Background: an optimization exercise with open tools, aiming at small area, a short achievable clock period and few clock cycles per item. Do not read the settings as production practice.
Where RTL was checked, it was by simulation tests only, not by an equivalence proof against the original.
Power and IR drop assume default switching activity.

Setup of run A:
==> flow/design.v (excerpt) <==
module assignment (
    input logic clk,
    input logic NRST,
    input logic start,
    input logic [10:0] A,
    input logic [10:0] B,
    output logic [20:0] result,
    output logic ready
);
    logic        busy;
    logic        accept;
    logic [10:0] a_value;
    logic [9:0]  b_mod;
    logic [9:0]  b_mod_next;
    logic [20:0] row0, row1;
    logic pp_0_0;
    logic pp_0_1;
    logic pp_0_2;
    logic pp_0_3;
    logic pp_0_4;
    logic pp_0_5;
    logic pp_0_6;
    logic pp_0_7;
    logic pp_0_8;
    logic pp_0_9;
    logic pp_1_0;
    logic pp_1_1;
    logic pp_1_2;
    logic pp_1_3;
    logic pp_1_4;
    logic pp_1_5;
    logic pp_1_6;
    logic pp_1_7;
    logic pp_1_8;
    logic pp_1_9;
    logic pp_2_0;
    logic pp_2_1;
    logic pp_2_2;
    logic pp_2_3;
    logic pp_2_4;
    logic pp_2_5;
    logic pp_2_6;
    logic pp_2_7;
    logic pp_2_8;
    logic pp_2_9;
    logic pp_3_0;
    logic pp_3_1;
    logic pp_3_2;
    logic pp_3_3;
    logic pp_3_4;
    logic pp_3_5;
    logic pp_3_6;
    logic pp_3_7;
    logic pp_3_8;
    logic pp_3_9;
    logic pp_4_0;
    logic pp_4_1;
    logic pp_4_2;
    logic pp_4_3;
    logic pp_4_4;
    logic pp_4_5;
    logic pp_4_6;
    logic pp_4_7;
    logic pp_4_8;
    logic pp_4_9;
    logic pp_5_0;
    logic pp_5_1;
    logic pp_5_2;
    logic pp_5_3;
    logic pp_5_4;
    logic pp_5_5;
    logic pp_5_6;
    logic pp_5_7;
    logic pp_5_8;
    logic pp_5_9;
    logic pp_6_0;
    logic pp_6_1;
    logic pp_6_2;
    logic pp_6_3;
    logic pp_6_4;
    logic pp_6_5;
    logic pp_6_6;
    logic pp_6_7;
    logic pp_6_8;
    logic pp_6_9;
    logic pp_7_0;
    logic pp_7_1;
    logic pp_7_2;
    logic pp_7_3;
    logic pp_7_4;
    logic pp_7_5;
    logic pp_7_6;
    logic pp_7_7;
    logic pp_7_8;
    logic pp_7_9;
    logic pp_8_0;
    logic pp_8_1;
    logic pp_8_2;
    logic pp_8_3;
    logic pp_8_4;
    logic pp_8_5;
    logic pp_8_6;
    logic pp_8_7;
    logic pp_8_8;
    logic pp_8_9;
    logic pp_9_0;
    logic pp_9_1;
    logic pp_9_2;
    logic pp_9_3;
    logic pp_9_4;
    logic pp_9_5;
    logic pp_9_6;
    logic pp_9_7;
    logic pp_9_8;
    logic pp_9_9;
    logic pp_10_0;
    logic pp_10_1;
    logic pp_10_2;
    logic pp_10_3;
    logic pp_10_4;
    logic pp_10_5;
    logic pp_10_6;
    logic pp_10_7;
    logic pp_10_8;
    logic pp_10_9;
  ...
==> flow/config.mk <==
export PLATFORM = sky130hd
export DESIGN_NAME = assignment
export DESIGN_NICKNAME = assignment
export VERILOG_FILES = /design/flow/design.v
export SDC_FILE = /design/flow/constraint.sdc
export NUM_CORES = 4
export LEC_CHECK = 0
export CAP_MARGIN = 20
export CORE_MARGIN = 2
export CORE_UTILIZATION = 40
export SLEW_MARGIN = 20
export SYNTH_HIERARCHICAL = 1
export SYNTH_MINIMUM_KEEP_SIZE = 0
==> flow/constraint.sdc <==
create_clock -name core_clock -period 12.5 [get_ports {clk}]
set_input_delay 2.5000 -clock core_clock [delete_from_list [all_inputs] [get_ports {clk}]]
set_output_delay 2.5000 -clock core_clock [all_outputs]
set_load 0.01 [all_outputs]
standard.sh (not shown) runs the stock make flow with config.mk's settings and CLKGATE_MAP_FILE= SYNTH_SCRIPT=/design/flow/synth_recipe.tcl, a recipe that flattens the netlist after the stock synthesis.
==> flow/flow/run.sh <==
#!/bin/bash
# The standard layout (the standard.sh: ORFS synthesis to final layout),
# with smaller port buffers and no clock-tree dummy loads.
set -euo pipefail
export BUFFER_PORTS_ARGS="-buffer_cell ${PORT_BUF:-sky130_fd_sc_hd__buf_1}"
export CTS_ARGS="-sink_clustering_enable -repair_clock_nets -dont_use_dummy_load"
export SETUP_SLACK_MARGIN=9
bash standard.sh > standard.log 2>&1
Run A: all stages complete, timing, DRC and antenna checks passed
Testbench counts of run A, summed over its fixed seeds: cycles 3,200, items 1,600.
What run B does differently from run A at the input level:
Settings: changing CORE_UTILIZATION from 40 to 65.
==> flow/flow/run.sh <==
#!/bin/bash
# The standard layout (the standard.sh: ORFS synthesis to final layout),
# with smaller port buffers and no clock-tree dummy loads.
set -euo pipefail
export BUFFER_PORTS_ARGS="-buffer_cell ${PORT_BUF:-sky130_fd_sc_hd__buf_1}"
export CTS_ARGS="-sink_clustering_enable -repair_clock_nets -dont_use_dummy_load -buf_list sky130_fd_sc_hd__clkbuf_8"
bash standard.sh > standard.log 2>&1
Results
Result for run A and run B: all clean
Final worst-path cycle share in run B is 0.93 points higher than in run A
Shortest period the worst path allows ends up lower on run A.
Measured against run A, the total power of run B comes out at 0.817 times the reference value.
Compared with run A, reported leakage power in run B decreased by more than 10%.
| global-route wire length before repair | run B vs run A | about 13% lower |
Of run A and run B, the run reporting the higher count of cells resized by post-cts repair was run A.
In run B, the smallest setup slack after layout came out 120 ps below the value in run A.
Between run A and run B, the global-route usage is lower for run A.
Max freq run A -> run B: degraded

Another version of the RTL of assignment (not shown whole).
Size in the first run: roughly 49 flip-flops, about 47 I/O pins, ~4500 um2 of cells after synthesis.
Settings: LEC_CHECK=0, CAP_MARGIN=20, CORE_MARGIN=2, CORE_UTILIZATION=40, SLEW_MARGIN=20, SYNTH_HIERARCHICAL=1, SYNTH_MINIMUM_KEEP_SIZE=0; clock period 12.5 ns.
==> flow/flow/run.sh <==
#!/bin/bash
# The standard layout (the standard.sh: ORFS synthesis to final layout),
# with smaller port buffers and no clock-tree dummy loads.
set -euo pipefail
export BUFFER_PORTS_ARGS="-buffer_cell ${PORT_BUF:-sky130_fd_sc_hd__buf_1}"
export CTS_ARGS="-sink_clustering_enable -repair_clock_nets -dont_use_dummy_load -buf_list sky130_fd_sc_hd__clkbuf_8"
bash standard.sh > standard.log 2>&1
The baseline produced a clean layout.
Rerun with:
--- a/flow/flow/run.sh
+++ b/flow/flow/run.sh
@@ -6,0 +7 @@
+export SETUP_SLACK_MARGIN=8.7 SETUP_MOVE_SEQUENCE="sizeup,swap" SKIP_GATE_CLONING=1 SKIP_LAST_GASP=1
Outcome: Cell area grows by 5.0%. Die area stays the same. Worst setup slack gets better by 0.11 ns.
No functional check of the RTL was part of any run of this note.

## v29
RTL: one of the versions met above, not the one the previous note started from.
Size: roughly 400 cells after synthesis, roughly 0.0044 sq mm of cells after synthesis.
Settings: LEC_CHECK=0, CAP_MARGIN=20, CORE_MARGIN=2, CORE_UTILIZATION=40, SLEW_MARGIN=20, SYNTH_HIERARCHICAL=1, SYNTH_MINIMUM_KEEP_SIZE=0; clock period 12.5 ns.
==> flow/flow/run.sh <==
#!/bin/bash
# The standard layout (the standard.sh: ORFS synthesis to final layout),
# with smaller port buffers and no clock-tree dummy loads.
set -euo pipefail
export BUFFER_PORTS_ARGS="-buffer_cell ${PORT_BUF:-sky130_fd_sc_hd__buf_1}"
export CTS_ARGS="-sink_clustering_enable -repair_clock_nets -dont_use_dummy_load -buf_list sky130_fd_sc_hd__clkbuf_8"
export SETUP_SLACK_MARGIN=8.5
bash standard.sh > standard.log 2>&1
Testbench counts of v29, summed over its fixed seeds: cycles 3,200, items 1,600.
Relative to v29, the following input files were edited for v50:
==> flow/flow/run.sh <==
#!/bin/bash
# The standard layout (the standard.sh: ORFS synthesis to final layout),
# with smaller port buffers and no clock-tree dummy loads.
set -euo pipefail
export BUFFER_PORTS_ARGS="-buffer_cell ${PORT_BUF:-sky130_fd_sc_hd__buf_1}"
export CTS_ARGS="-sink_clustering_enable -repair_clock_nets -dont_use_dummy_load -buf_list sky130_fd_sc_hd__clkbuf_8 -sink_clustering_size 30 -sink_clustering_max_diameter 100"
bash standard.sh > standard.log 2>&1
--- a/flow/config.mk
+++ b/flow/config.mk
@@ -8,5 +8,5 @@
 export CAP_MARGIN = 20
 export CORE_MARGIN = 2
-export CORE_UTILIZATION = 40
+export CORE_UTILIZATION = 65
 export SLEW_MARGIN = 20
 export SYNTH_HIERARCHICAL = 1
In the metrics for v29 and v50, the one carrying the lower post-place instance area is v50.
Diff v50..v29 | count of max-cap constraint violations | unchanged
Diff v29 and v50: leakage power of the design lower in v50
Between v29 and v50, the power of the sequential group does not differ in any meaningful way.
Utilization ends up higher on v50.
The inputs of v34 differ from those of v50 as listed below.
==> flow/flow/run.sh <==
#!/bin/bash
# The standard layout (the standard.sh: ORFS synthesis to final layout),
# with smaller port buffers and no clock-tree dummy loads.
set -euo pipefail
export BUFFER_PORTS_ARGS="-buffer_cell ${PORT_BUF:-sky130_fd_sc_hd__buf_1}"
export CTS_ARGS="-sink_clustering_enable -repair_clock_nets -dont_use_dummy_load -buf_list sky130_fd_sc_hd__clkbuf_8"
bash standard.sh > standard.log 2>&1
--- a/flow/config.mk
+++ b/flow/config.mk
@@ -8,5 +8,5 @@
 export CAP_MARGIN = 20
 export CORE_MARGIN = 2
-export CORE_UTILIZATION = 65
+export CORE_UTILIZATION = 85
 export SLEW_MARGIN = 20
 export SYNTH_HIERARCHICAL = 1
## What came out
Number of buffers other than clock buffers in the final layout came out exactly the same in v50 and v34. Hold slack: v34 higher than v50. Core outline area: higher on v50. Number of endpoints with negative hold slack in the final report: v34 vs v50 identical. v50 and v34 ended up with roughly the same sequential fraction of total cell area.
> inputs changed (v34 -> v3)
--- a/flow/config.mk
+++ b/flow/config.mk
@@ -8,5 +8,6 @@
 export CAP_MARGIN = 20
 export CORE_MARGIN = 2
-export CORE_UTILIZATION = 85
+export CORE_UTILIZATION = 65
+export PLACE_DENSITY = 0.75
 export SLEW_MARGIN = 20
 export SYNTH_HIERARCHICAL = 1
[summary]
- From v34 to v3 the numbers moved as follows: clock transition at the registers of the reported paths comparable; global-route met3 utilization now smaller.
- Compared with v34, in v3 final design area excluding fillers level, global-route usage moved down, via count of the first global-routing pass moved down.
The following lists how v1 was set up differently from v3:
==> flow/flow/run.sh <==
#!/bin/bash
# The standard layout (the standard.sh: ORFS synthesis to final layout),
# with smaller port buffers and no clock-tree dummy loads.
set -euo pipefail
export BUFFER_PORTS_ARGS="-buffer_cell ${PORT_BUF:-sky130_fd_sc_hd__buf_1}"
export CTS_ARGS="-sink_clustering_enable -repair_clock_nets -dont_use_dummy_load -sink_clustering_size 60 -sink_clustering_max_diameter 300 -buf_list sky130_fd_sc_hd__clkbuf_16"
bash standard.sh > standard.log 2>&1
--- a/flow/config.mk
+++ b/flow/config.mk
@@ -8,6 +8,5 @@
 export CAP_MARGIN = 20
 export CORE_MARGIN = 2
-export CORE_UTILIZATION = 65
-export PLACE_DENSITY = 0.75
+export CORE_UTILIZATION = 40
 export SLEW_MARGIN = 20
 export SYNTH_HIERARCHICAL = 1
### Flow results
- Changes observed in v1 relative to v3: met1 demand-to-capacity share in global routing shrank by 11 points; clock network power share grew by 3.8 points; power grew by 35 uW; total wire length after detailed routing grew by 3.6%; met1 wire length grew by about 7%.
- v1 reports a higher cell area than v3 does.
- v1 drops fewer vias than v3.
Changes in v57 relative to v1:
==> flow/flow/run.sh <==
#!/bin/bash
# The standard layout (the standard.sh: ORFS synthesis to final layout),
# with smaller port buffers and no clock-tree dummy loads.
set -euo pipefail
export BUFFER_PORTS_ARGS="-buffer_cell ${PORT_BUF:-sky130_fd_sc_hd__buf_1}"
export CTS_ARGS="-sink_clustering_enable -repair_clock_nets -dont_use_dummy_load"
bash standard.sh > standard.log 2>&1
==> comparison <==
Taking v1 as the reference, in v57 post-route standard cell area excluding fillers down 56 sq um; growth of design area from synthesis to finish down 1.3 points. Sequential share of layout area delta for v57 relative to v1: 0.30 points higher.

==> re-timing with driven ports <==
No port has a modelled driver above. Below, the same layouts with a new extraction and two added sets of constraints. Step 1 sets driving cells, clkbuf_16 on the clock port and buf_2 on the other inputs (assumed; they add their load-dependent delay and slew). Step 2, shift: input delay + t, output delay - t, t = (earliest + latest rising clock arrival at the registers) / 2. This alone moves slack from input paths to output paths. a / b / c = no drivers / after step 1 / after step 2; a / b = the first two.
run	t (ns)	setup WS [ns]	worst setup path after step 2	slew at the worst register clock pin (ns)	worst slew at a driven data input, ns
run A	0.327	8.412 / 8.381 / 8.264	input to register	0.11 / 0.11	0.06
run B	0.323	8.295 / 8.267 / 8.129	input to register	0.10 / 0.10	0.04
the first run of note 2	0.329	8.272 / 8.272 / 8.272	register to register	0.10 / 0.10	0.04
the second run of note 2	0.335	8.385 / 8.354 / 8.431	register to register	0.10 / 0.10	0.04
v29	0.332	8.393 / 8.362 / 8.202	input to register	0.10 / 0.10	0.04
v50	0.323	8.295 / 8.267 / 8.129	input to register	0.10 / 0.10	0.04
v34	0.330	8.196 / 8.164 / 7.952	input to register	0.11 / 0.11	0.04
v3	0.324	8.297 / 8.263 / 8.103	input to register	0.10 / 0.10	0.04
v1	0.322	8.289 / 8.252 / 8.097	input to register	0.07 / 0.07	0.04
v57	0.328	8.275 / 8.243 / 8.109	input to register	0.10 / 0.10	0.04
After both steps every run listed still meets setup and hold. For v34, which loses most, drivers alone change the setup slack by -0.032 ns; drivers and shift together by -0.244 ns.
